What follows belongs to an exercise in optimizing a design on an open flow for small area and a short achievable clock period; a production flow would make more cautious choices. No functional check of the RTL was part of any run shown here. No activity file was given, so power comes from the tool's default toggle rates.

==> flow/design.v, too long to show whole: its modules and the start of the top module <==
// module mul32lo: 1207 lines
// module c_a222oi: 3 lines
// module c_a21oi: 3 lines
// module c_o21ai: 3 lines
// module c_o22ai: 3 lines
// module c_nand2: 3 lines
// module c_nand3: 3 lines
// module c_nand4: 3 lines
// module c_nor2: 3 lines
// module c_inv: 3 lines
// module c_xor2: 3 lines
// module c_xnor2: 3 lines
// module c_fa: 4 lines
// module c_ha: 4 lines
// module register_bank: 74 lines
// module arctos32_top: 100 lines
module arctos32_top (
    input         clock,
    input         reset,
    output [26:0] imem_addr,
    output        imem_en,
    input  [31:0] imem_rdata,
    output [22:0] dmem_addr,
    output [31:0] dmem_wdata,
    output        dmem_we,
    output        dmem_re,
    input  [31:0] dmem_rdata
);
  // ...
==> flow/flow/run.sh <==
#!/bin/bash
# Own flow: the standard layout (standard synthesis included), with
# repair_timing asked to reach a setup margin, so that the layout is optimised
# for a shorter period than the 25 ns constraint. The SDC is unchanged.
set -euo pipefail
MARGIN=$(cat flow/margin.txt)
bash standard.sh SETUP_SLACK_MARGIN=$MARGIN finish > standard_flow.log 2>&1
==> flow/flow/margin.txt <==
16.5
==> flow/standard.sh <==
#!/bin/bash
# synth_recipe.tcl (not shown) runs the flow's synth.tcl, then flattens the netlist and writes it again
# the make line also repeats each setting of config.mk as NAME=value (left out here)
make -C /OpenROAD-flow-scripts/flow DESIGN_CONFIG=/design/flow/config.mk WORK_HOME=/design/flow/orfs CLKGATE_MAP_FILE= SYNTH_SCRIPT=/design/flow/synth_recipe.tcl "${@:-finish}"
==> flow/config.mk <==
export PLATFORM = sky130hd
export DESIGN_NAME = arctos32_top
export DESIGN_NICKNAME = arctos32_top
export VERILOG_FILES = /design/flow/design.v
export SDC_FILE = /design/flow/constraint.sdc
export NUM_CORES = 8
export LEC_CHECK = 0
export CAP_MARGIN = 20
export CORE_MARGIN = 2
export CORE_UTILIZATION = 40
export SLEW_MARGIN = 20
export SYNTH_HIERARCHICAL = 1
==> flow/constraint.sdc <==
create_clock -name core_clock -period 25.0 [get_ports {clock}]
set_input_delay 5.0000 -clock core_clock [delete_from_list [all_inputs] [get_ports {clock}]]
set_output_delay 5.0000 -clock core_clock [all_outputs]
set_load 0.01 [all_outputs]
==> flow_metrics.py, run 1 <==
metrics = {
    "critical_path": {
        "reg2reg_to": "RB.r[23].d[26]",
        "r2r.worst_path.cells": 27,
    },
    "final_layout": {
        "final_cell_mix": "992 x edfxtp_1, 640 x a222oi_1, 341 x nand2_1",
        "top_register": "RB.r.d",
    },
    "yosys": {
        "synth_async_sr_flop_share_pct": 13.4,
        "synth-xor-area-share_pct": 4.90,
    },
    "grt": {
        "grt_pass1_wl_um": 414000,
        "grt_usage_pct": 33.7,
    },
    "routing": {
        "drc": 0,
        "dr.max_layer_used": "met5",
        "wl_met2_um": 135000,
        "wl_met1_um": 105000,
        "routedWlPerCell_um": 37.0,
        "via_per_inst": 7.20,
    },
    "clock_network": {
        "cts_buffers": 109,
        "max-clock-path-buffers": 3,
        "cts_tree": "yes",
    },
    "placed_design": {
        "place.gp.congestion": 1.06,
    },
    "min_path": {
        "hp-start": "RB.valid[4]",
    },
    "power": {
        "p_per_area_mw_per_mm2": 79.8,
        "combinationalPowerShare_pct": 38.5,
    },
    "status": {
        "status": "no timing/DRC/antenna violations",
    },
    "die": {
        "die_y_um": 412,
    },
    "sta": {
        "setup_tns_ns": 0,
        "fin_worst_skew_ns": 0.0394,
    },
}
==> run 2: changes to the inputs <==
==> flow/flow/margin.txt (replaced) <==
17.5
==> run 2 against run 1 <==
  * Register-to-register slack improved by 0.13 ns
  * Critical path type unchanged
  * Core utilization rose by 4.2 points
  * Total power up 20%
  * First-iteration DRC count is 26% higher
  * Critical endpoint is now RB.r[5].d[21]
  * Critical path depth shrank 5
  * Clock skew up 0.0055 ns
  * Synthesized cell count unchanged
==> flow_metrics.py, run 2 <==
metrics = {
    "status": {
        "status": "no timing/DRC/antenna violations",
    },
    "sta": {
        "period_share_pct": 33.9,
        "drv_slew": 0,
        "fmax_mhz": 118,
        "setup_tns_ns": 0,
        "relSlewSlack_pct": 9.58,
        "setup_violations": 0,
        "finalCriticalPeriod_ns": 8.47,
        "hold_viol_final": 0,
        "fin_worst_skew_ns": 0.0449,
        "rsz0062_at_grt": "yes",
        "tightest_slew_ns": 1.35,
    },
    "die": {
        "io_pins": 151,
        "die_w_um": 412,
        "rows": 149,
        "core_area_sq_mm": 0.165,
        "die_area_sq_mm": 0.170,
        "die_y_um": 412,
        "start_util_pct": 40.4,
    },
    "final_layout": {
        "drive_gt1_share_pct": 22.9,
        "area.growth.synth_to_final_pct": 26.1,
        "nFillCells": 14000,
        "final_util_pct": 50.9,
        "final_cell_mix": "992 x edfxtp_1, 640 x a222oi_1, 336 x buf_4",
        "largest_reg_flops": 992,
        "nets": 6461,
        "top_register": "RB.r.d",
        "largestRegisters": "RB.r.d x992, ir x32",
        "final_common_cell": "edfxtp_1",
    },
    "critical_path": {
        "crit_arrival_ns": 8.93,
        "reg2reg_to": "RB.r[5].d[21]",
        "required_ns": 25.46,
        "worst_setup_path_start_kind": "flip-flop",
        "crit_fanout": 37,
        "r2r_slack_ns": 16.53,
        "r2r.worst_path.cells": 22,
        "end_kind": "flip-flop",
        "worstSetupPathType": "flip-flop to flip-flop",
        "r2r_start": "RB.sb[16]",
    },
    "power": {
        "switching_share_pct": 37.5,
        "combinationalPowerShare_pct": 47.8,
        "cellLeakagePower_uw": 0.0297,
        "intPower_uw": 4600,
        "vdd_drop_max_mv": 0.187,
        "p_clk_share_pct": 23.9,
        "p_seq_share_pct": 28.4,
        "p_per_area_mw_per_mm2": 87.5,
        "power.switching_uw": 2760,
    },
    "routing": {
        "wl_met2_um": 139000,
        "drtIter0Drc": 14600,
        "drtPass1Iterations": 14,
        "wl_met3_um": 60000,
        "via_per_inst": 7.48,
        "totalWireLength_um": 345000,
        "routedWlPerCell_um": 41.4,
        "dr.max_layer_used": "met5",
        "wl_met1_um": 111000,
        "detail-route-antenna-nets": 0,
        "num_vias": 62300,
        "drc": 0,
    },
    "placed_design": {
        "portBuffers": 150,
        "hpwlAfterDp_um": 196000,
        "place.gp.congestion": 1.04,
    },
    "clock_network": {
        "cts_buffers": 109,
        "cts_tree": "yes",
        "max-clock-path-buffers": 3,
        "path_clk_slew_ns": 0.06,
        "hold_buffers": 0,
        "cts.sinks": 1146,
        "clock_latency_ns": 0.74,
        "h-tree-depth": 3,
        "cts_root_buf": "clkbuf_16",
    },
    "grt": {
        "grt_overflow": 0,
        "grt_usage_pct": 38.5,
        "grt_max_degree": 112,
        "grt_antenna_before_repair": 35,
        "grt_pass1_wl_um": 460000,
        "grt_pass1_vias": 57700,
    },
    "yosys": {
        "syn_inst": 5395,
        "synth-edff-count": 992,
        "synth_top_family_by_area": "compound AO/OA/AOI/OAI gates",
        "synth_cell_types": 99,
        "ys_seq_area_share_pct": 50.4,
        "synthTopCellsByArea": "edfxtp_1 45%, a222oi_1 9.6%, fa_1 6.3%, dfrtp_1 5.8%, xor2_1 4.2%",
        "syn_avg_cell_area_sq_um": 12.4,
        "synth_compound_area_share_pct": 20.3,
        "synth_top_cell_area_share_pct": 44.6,
        "yosysWarningCount": 8,
        "ys.flop_type": "edfxtp_1",
        "synth_most_common_cell": "edfxtp_1",
        "synth_commonest_cells": "992 x edfxtp_1, 640 x a222oi_1, 343 x nand2_1, 321 x xor2_1, 319 x o22ai_1",
        "netlist_area_sq_mm": 0.0667,
        "synth_async_sr_flop_share_pct": 13.4,
        "yosys.area_share.simple_pct": 9.11,
        "synth-xor-area-share_pct": 4.90,
        "ys_ff_latch": 1146,
        "synth.area.mux_share_pct": 3.00,
        "yosys.area.top_type": "edfxtp_1",
        "synthAdderAreaFrac_pct": 9.33,
    },
    "min_path": {
        "holdPathEnd": "RB.valid[2]",
        "hp-class": "flip-flop to flip-flop",
        "hp-start": "RB.valid[2]",
        "min_path_cells": 2,
    },
    "job": {
        "cap_violations": 0,
    },
}
-- run 2: metal layers --
metal | GRT usage (%) | vias to the layer above
met5 | 0.339 | -
met4 | 28.3 | 28
met3 | 16.2 | 1582
met2 | 54.8 | 6192
met1 | 46.5 | 30700
li1 | - | 23900
-- run 2: layout make-up --
type | instances | area [sq um] | share of cell area (%)
antenna | 25 | 62.6 | 0.0744
clock buffer | 139 | 3030 | 3.60
clock inverter | 66 | 751 | 0.892
inverter | 184 | 751 | 0.892
multi-input combinational | 3846 | 34200 | 40.6
sequential | 1146 | 33700 | 40.0
tap | 2189 | 2740 | 3.26
timing repair buffer | 736 | 8950 | 10.6
timing repair inverter | 1 | 5.00 | 0.00595
-- run 2: how the worst max path moves through the flow --
| stage | start | to | slack [ns] | depth (start not counted) |
|---|---|---|---|---|
| finish | RB.sb[16] | RB.r[5].d[21] | 16.53 | 22 |
| global route | RB.sb[20] | RB.r[9].d[31] | 16.59 | 28 |
| CTS | RB.sa[4] | dmem_wdata[9] | 16.68 | 6 |
| floorplan | RB.sb[16] | RB.r[10].d[31] | 17.51 | 23 |
| global placement | RB.sb[19] | RB.r[7].d[30] | 15.09 | 24 |
| detailed placement | RB.sb[13] | RB.r[7].d[30] | 15.47 | 24 |
-- run 2: timing repair --
item,4_1_cts,5_1_grt
gates resized for setup,689,279
endpoints found under the setup margin,748,746
cloned,55,27
pin swaps,257,168
setup buffers,208,97
-- run 2: logic make-up (layout without fill, tap and decap cells) --
| family | Yosys count | after routing |
|---|---|---|
| simple gates | 1207 | 1216 |
| buf+inv | 430 | 1126 |
| mux | 136 | 136 |
| other cells | 1 | 27 |
| flops | 1146 | 1146 |
| compound gates | 1731 | 1743 |
| fa+ha+maj | 371 | 371 |
| xor+xnor | 373 | 378 |
-- run 2: power groups by stage --
stage / Sequential [uW] / Clock (uW) / Combinational, uW
after global routing: 2090 / 1830 / 3620
after floorplan: 2120 / 0 / 1670
after global placement: 2130 / 0 / 2050
after CTS: 2090 / 1760 / 2740
after detailed placement: 2130 / 0 / 2000
final: 2090 / 1760 / 3510
-- run 2: Yosys stat by module, one instance, submodules excluded, a selection --
module         flip-flops and latches  cells inside  times used
c_nand4                             0             1         160
c_xor2                              0             1         283
c_inv                               0             1          40
c_nor2                              0             1          58
c_nand2                             0             1         116
c_o21ai                             0             1          52
c_xnor2                             0             1          20
c_a222oi                            0             1         640
mul32lo                             0            95           1
register_bank                    1085          1410           1
c_a21oi                             0             1          72
c_ha                                0             1          61
c_o22ai                             0             1         256
-- run 2: critical path: stages, from the launching register on --
cell and delay (ns):
dfrtp_2 0.42, buf_12 0.18, a222oi_1 0.42, nand4_1 0.80
or3_4 0.65, buf_8 0.22, xnor2_2 0.81, o22ai_1 0.21
xor2_1 0.20, fa_1 0.59, fa_1 0.43, fa_1 0.54
fa_1 0.46, ha_4 0.35, nand2_2 0.13, nor2_4 0.16
buf_4 0.14, nand2_4 0.08, o21ai_4 0.16, a21oi_4 0.07
xnor2_4 0.17, a221o_4 0.59, buf_16 0.23
-- run 2: metrics by stage --
step           power, uW  instance area (sq um)  hold WS (ns)  setup WS (ns)  cells
2_1_floorplan       3790                  67000         0.425          17.51   5396
6_report            7360                  84100         0.456          16.53   8332
3_5_place_dp        4130                  72000         0.444          15.47   7710
3_3_place_gp        4180                  72000         0.440          15.09   7710
4_1_cts             6590                  81400         0.459          16.68   8178
5_1_grt             7540                  84100         0.478          16.59   8313

[separate check: timing with driven ports]
In the flow no input, the clock included, has a driving cell. The finished layouts below were timed again as built, in two steps.
Step 1, drivers: a clkbuf_16 drives clock and a buf_2 each remaining input, both assumed.
Step 2 times the ports against the registers' clock, not the clock port: input delays grow and output delays shrink by t, the midpoint of the rising clock arrivals with the driver on.
a / b / c = ideal / step 1 / step 2; a / b = the first two.
| run | t, ns | setup slack, ns | worst register clock-pin slew, ns | worst slew at a driven data input, ns |
|---|---|---|---|---|
| run 1 | 0.814 | 16.404 / 16.348 / 16.404 | 0.07 / 0.07 | 0.15 |
| run 2 | 0.792 | 16.532 / 16.510 / 16.532 | 0.07 / 0.07 | 0.05 |
After both steps setup and hold are still met in every run listed.
